From an optimization exercise on the open Yosys and OpenROAD flow, aimed at small area, a short achievable clock period and few clock cycles per item; shortcuts taken in it are not production practice.
Only simulation tests tie the RTL to the original design; equivalence was not proved.
No activity file was given, so power comes from the tool's default toggle rates.

==> inputs of run a <==
==> flow/design.v (excerpt) <==
module booth (
    input  wire        clk  ,
    input  wire        rst_n,
    input  wire [15:0] x    ,
    input  wire [15:0] y    ,
    input  wire        start,
    output wire [31:0] z    ,
    output wire        busy
);
clock: 4.0 ns
lec_check: 0
cap_margin: 20
core_margin: 2
core_utilization: 40
slew_margin: 20
synth_hierarchical: 1
synth_minimum_keep_size: 0
run.sh (not shown) runs the stock make flow with config.mk's settings and CLKGATE_MAP_FILE= SYNTH_SCRIPT=/design/flow/synth_recipe.tcl, a recipe that flattens the netlist after the stock synthesis.
==> inputs of run b, as changes to run a <==
==> flow/flow/run.sh (new file) <==
#!/bin/bash
set -euo pipefail
export BUFFER_PORTS_ARGS="-buffer_cell sky130_fd_sc_hd__buf_2"
export PRE_FLOORPLAN_TCL="$PWD/flow/downsize.tcl"
bash standard.sh > standard.log 2>&1
==> flow/flow/downsize.tcl (new file) <==
# Start the layout from the smallest drive strength of each combinational
# cell that synthesis picked; timing repair later sizes up what it needs.
set db [ord::get_db]
set block [ord::get_db_block]
set n 0
foreach inst [$block getInsts] {
  set m [[$inst getMaster] getName]
  if {![regexp {^(sky130_fd_sc_hd__([a-z0-9]+))_([0-9]+)$} $m -> base short drive]} { continue }
  if {[regexp {^(s?e?df|dl|conb|tap|fill|decap|clk)} $short]} { continue }
  foreach d {0 1 2} {
    if {$d >= $drive} { break }
    set cand ${base}_$d
    set cm [$db findMaster $cand]
    if {$cm eq "NULL" || $cm eq ""} { continue }
    replace_cell [$inst getName] $cand
    incr n
    break
  }
}
puts "downsize.tcl: resized $n instances"
==> flow/standard.sh (new file) <==
#!/bin/bash
# synth_recipe.tcl (not shown) runs the flow's synth.tcl, then flattens the netlist and writes it again
# the make line also repeats each setting of config.mk as NAME=value (left out here)
make -C /OpenROAD-flow-scripts/flow DESIGN_CONFIG=/design/flow/config.mk WORK_HOME=/design/flow/orfs CLKGATE_MAP_FILE= SYNTH_SCRIPT=/design/flow/synth_recipe.tcl "${@:-finish}"
Settings changed: SETUP_SLACK_MARGIN set to 0.3.
removed: flow/run.sh
==> inputs of run c, as changes to run a <==
Settings changed: CORE_UTILIZATION 40 to 60, PLACE_DENSITY set to 0.7.
==> impl_metrics.py <==
metrics = {
    "cells_and_area": {
        "multi_input_area_share_pct": 61.10,
        "multi_input_area_sq_um": 7183,
        "final_cells": 1167,
        "final_area_sq_um": 11760,
    },
    "detailed_routing": {
        "drt_iter0_markers": 291,
    },
    "synth": {
        "ys.flop_type": "edfxtp_1",
    },
    "power": {
        "ir_drop_mv": 0.3429,
    },
    "setup_path": {
        "cpPeakStageDelay_ns": 0.53,
    },
    "worst_hold_path": {
        "min_delay_worst_endpoint": "qa[21]",
    },
    "run_status": {
        "status": "finished clean",
    },
}
Source of the figures above: run a

==> impl_metrics.py <==
metrics = {
    "run_status": {
        "status": "finished with violations",
        "violatedChecks": "negative setup slack",
    },
    "timing": {
        "setup_viol_count_final": 2,
        "fin_ws_ns": -0.01457,
    },
    "cells_and_area": {
        "multi_input_area_sq_um": 7193,
        "final_cells": 1086,
        "multi_input_area_share_pct": 61.11,
    },
    "synth": {
        "ys.flop_type": "edfxtp_1",
    },
    "detailed_routing": {
        "drt_iter0_markers": 426,
    },
}
Source of the figures above: run c

==> impl_metrics.py <==
metrics = {
    "run_status": {
        "status": "finished clean",
    },
    "worst_hold_path": {
        "min_delay_worst_endpoint": "qlo[0]",
    },
    "cells_and_area": {
        "multi_input_area_share_pct": 64.85,
        "multi_input_area_sq_um": 6660,
        "final_area_sq_um": 10270,
    },
    "setup_path": {
        "cpPeakStageDelay_ns": 0.47,
    },
    "detailed_routing": {
        "drt_iter0_markers": 490,
    },
    "power": {
        "ir_drop_mv": 0.3407,
    },
    "floorplanning": {
        "start_util_pct": 40.88,
    },
}
Source of the figures above: run b

Testbench counts of run a, summed over its fixed seeds: cycles 3,200, items 3,200.
Testbench counts of run b, summed over its fixed seeds: cycles 3,200, items 3,200.
Testbench counts of run c, summed over its fixed seeds: cycles 3,200, items 3,200.


==> willow <==
Starting RTL as in the previous note.
export LEC_CHECK = 0
export CAP_MARGIN = 20
export CORE_MARGIN = 2
export CORE_UTILIZATION = 40
export SETUP_SLACK_MARGIN = 0.6
export SLEW_MARGIN = 20
export SYNTH_HIERARCHICAL = 1
export SYNTH_MINIMUM_KEEP_SIZE = 0
create_clock -name core_clock -period 4.0 [get_ports {clk}]
standard.sh (not shown) runs the stock make flow with config.mk's settings and CLKGATE_MAP_FILE= SYNTH_SCRIPT=/design/flow/synth_recipe.tcl, a recipe that flattens the netlist after the stock synthesis.
==> flow/flow/run.sh <==
#!/bin/bash
set -euo pipefail
export BUFFER_PORTS_ARGS="-buffer_cell sky130_fd_sc_hd__buf_2"
export PRE_FLOORPLAN_TCL="$PWD/flow/downsize.tcl"
bash standard.sh > standard.log 2>&1
==> flow/flow/downsize.tcl <==
# Start the layout from the smallest drive strength of each combinational
# cell that synthesis picked; timing repair later sizes up what it needs.
set db [ord::get_db]
set block [ord::get_db_block]
set n 0
foreach inst [$block getInsts] {
  set m [[$inst getMaster] getName]
  if {![regexp {^(sky130_fd_sc_hd__([a-z0-9]+))_([0-9]+)$} $m -> base short drive]} { continue }
  if {[regexp {^(s?e?df|dl|conb|tap|fill|decap|clk)} $short]} { continue }
  foreach d {0 1 2} {
    if {$d >= $drive} { break }
    set cand ${base}_$d
    set cm [$db findMaster $cand]
    if {$cm eq "NULL" || $cm eq ""} { continue }
    replace_cell [$inst getName] $cand
    incr n
    break
  }
}
puts "downsize.tcl: resized $n instances"
==> inputs of zinc, as changes to willow <==
==> flow/flow/run.sh (replaced) <==
#!/bin/bash
set -euo pipefail
export RECOVER_POWER=100
bash standard.sh > standard.log 2>&1
Settings changed: SETUP_SLACK_MARGIN 0.6 to default.
removed: flow/flow/downsize.tcl
==> inputs of sierra, as changes to willow <==
==> flow/flow/run.sh (replaced) <==
#!/bin/bash
set -euo pipefail
export BUFFER_PORTS_ARGS="-buffer_cell sky130_fd_sc_hd__buf_1"
export PRE_FLOORPLAN_TCL="$PWD/flow/downsize.tcl"
bash standard.sh > standard.log 2>&1
Settings changed: CTS_BUF_LIST from default to sky130_fd_sc_hd__clkbuf_8, SETUP_SLACK_MARGIN 0.6 to default.
==> run summary <==
Hold slack: zinc > willow > sierra. Sequential share of layout area: sierra > willow > zinc. The highest non-clock buffer count belongs to zinc, the lowest to sierra. Between willow and sierra, the lower first-iteration DRC count is in willow (gap 13%, measured against sierra). Wire length: sierra < zinc < willow. The lowest via count belongs to sierra, the highest to zinc. willow completed without violations. sierra passed the timing, design-rule and antenna checks. zinc produced a layout that fails on max-capacitance violations, max-slew violations. Sequential power is about the same in zinc and willow.
Testbench counts of willow, summed over its fixed seeds: cycles 3,200, items 3,200.
Testbench counts of zinc, summed over its fixed seeds: cycles 3,200, items 3,200.
Testbench counts of sierra, summed over its fixed seeds: cycles 3,200, items 3,200.


==> inputs of v21 <==
Another version of the RTL of booth (not shown whole).
export LEC_CHECK = 0
export CAP_MARGIN = 20
export CORE_MARGIN = 2
export CORE_UTILIZATION = 40
export CTS_BUF_LIST = sky130_fd_sc_hd__clkbuf_8
export CTS_CLUSTER_SIZE = 30
export SLEW_MARGIN = 20
export SYNTH_HIERARCHICAL = 1
export SYNTH_MINIMUM_KEEP_SIZE = 0
create_clock -name core_clock -period 4.0 [get_ports {clk}]
==> flow/flow/run.sh <==
#!/bin/bash
set -euo pipefail
export BUFFER_PORTS_ARGS="-buffer_cell sky130_fd_sc_hd__buf_2"
export PRE_FLOORPLAN_TCL="$PWD/flow/downsize.tcl"
bash standard.sh > standard.log 2>&1
==> flow/flow/downsize.tcl <==
# Start the layout from the smallest drive strength of each combinational
# cell that synthesis picked; timing repair later sizes up what it needs.
set db [ord::get_db]
set block [ord::get_db_block]
set n 0
foreach inst [$block getInsts] {
  set m [[$inst getMaster] getName]
  if {![regexp {^(sky130_fd_sc_hd__([a-z0-9]+))_([0-9]+)$} $m -> base short drive]} { continue }
  if {[regexp {^(s?e?df|dl|conb|tap|fill|decap|clk)} $short]} { continue }
  foreach d {0 1 2} {
    if {$d >= $drive} { break }
    set cand ${base}_$d
    set cm [$db findMaster $cand]
    if {$cm eq "NULL" || $cm eq ""} { continue }
    replace_cell [$inst getName] $cand
    incr n
    break
  }
}
puts "downsize.tcl: resized $n instances"
==> inputs of v31, as changes to v21 <==
- CTS_BUF_LIST: sky130_fd_sc_hd__clkbuf_8 -> not set
- CTS_CLUSTER_SIZE: 30 -> not set
- GPL_ROUTABILITY_DRIVEN: not set -> 0
==> inputs of v12, as changes to v21 <==
- CTS_BUF_LIST: sky130_fd_sc_hd__clkbuf_8 -> not set
- CTS_CLUSTER_SIZE: 30 -> not set
- GPL_TIMING_DRIVEN: not set -> 0
==> notes <==
Global-route usage: v31 < v12 < v21.
Sequential power is about the same in v21 and v31.
The lowest non-clock buffer count belongs to v31, the highest to v12.
Between v31 and v21, the lower count of clock-buffer cells in the layout is in v21 (gap 1).
Testbench counts of v21, summed over its fixed seeds: cycles 3,200, items 3,200.
Testbench counts of v31, summed over its fixed seeds: cycles 3,200, items 3,200.
Testbench counts of v12, summed over its fixed seeds: cycles 3,200, items 3,200.


==> build 7 <==
booth again, from the RTL that the note above started with.
clock: 4.0 ns
lec_check: 0
cap_margin: 20
cell_pad_in_sites_detail_placement: 0
cell_pad_in_sites_global_placement: 0
core_margin: 2
core_utilization: 40
slew_margin: 20
synth_hierarchical: 1
synth_minimum_keep_size: 0
Scripts as last shown in full above: flow/flow/run.sh, flow/flow/downsize.tcl
==> build 14: changes against build 7 <==
Settings changed: CELL_PAD_IN_SITES_DETAIL_PLACEMENT 0 to not set, CELL_PAD_IN_SITES_GLOBAL_PLACEMENT 0 to not set, PLACE_DENSITY set to 0.75.
==> summary of the runs <==
- In build 7 the critical path depth is lower than in build 14, by 3.
- Of build 14 and build 7, build 14 has the higher combinational power (gap about 0.9%, measured against build 7).
- In build 7 the power is lower than in build 14, by about 2.6%.
- First-iteration DRC count: build 7 is smaller than build 14 (4.2%).
- Against build 7, the cell count of build 14 is smaller by about 0.4%.
- Of build 7 and build 14, build 7 has the higher fmax (gap about 1.7%, measured against build 14).
- In build 14 the clock power is higher than in build 7, by 32%.
- In sequential power, build 14 and build 7 hardly differ.
- Synthesized cell count is the same in build 14 and build 7.
Testbench counts of build 7, summed over its fixed seeds: cycles 3,200, items 3,200.
Testbench counts of build 14, summed over its fixed seeds: cycles 3,200, items 3,200.

## re-timing with driven ports
The results above use ideal ports. As a check the final layouts listed here were re-extracted and re-timed, cells and wires unchanged. Step 1: set_driving_cell puts a clkbuf_16 on clk and a buf_2 on each other input, an assumption about the parent block. Step 2 also shifts input and output timing later by t, the mid clock arrival at the registers, as if the neighbouring blocks saw the same clock. Slacks: no drivers / after step 1 / after step 2; pairs: no drivers / after step 1.
| run | t, ns | setup WS [ns] | worst setup path at the end |
|---|---|---|---|
| run a | 0.350 | 0.079 / 0.095 / -0.255 | input to register |
| run b | 0.349 | 0.164 / 0.149 / -0.200 | input to register |
| run c | 0.348 | -0.015 / -0.003 / -0.351 | input to register |
| willow | 0.352 | 0.116 / 0.112 / -0.241 | input to register |
| zinc | 0.350 | 0.076 / 0.087 / -0.264 | input to register |
| sierra | 0.369 | 0.055 / 0.053 / -0.316 | input to register |
| v21 | 0.369 | 0.122 / 0.123 / -0.246 | input to register |
| v31 | 0.351 | 0.096 / 0.089 / -0.261 | input to register |
| v12 | 0.348 | 0.097 / 0.043 / -0.305 | input to register |
| build 7 | 0.340 | 0.139 / 0.153 / -0.187 | input to register |
| build 14 | 0.353 | 0.075 / 0.082 / -0.271 | input to register |
For v12, which loses most, drivers alone change the setup slack by -0.054 ns; drivers and shift together by -0.402 ns.
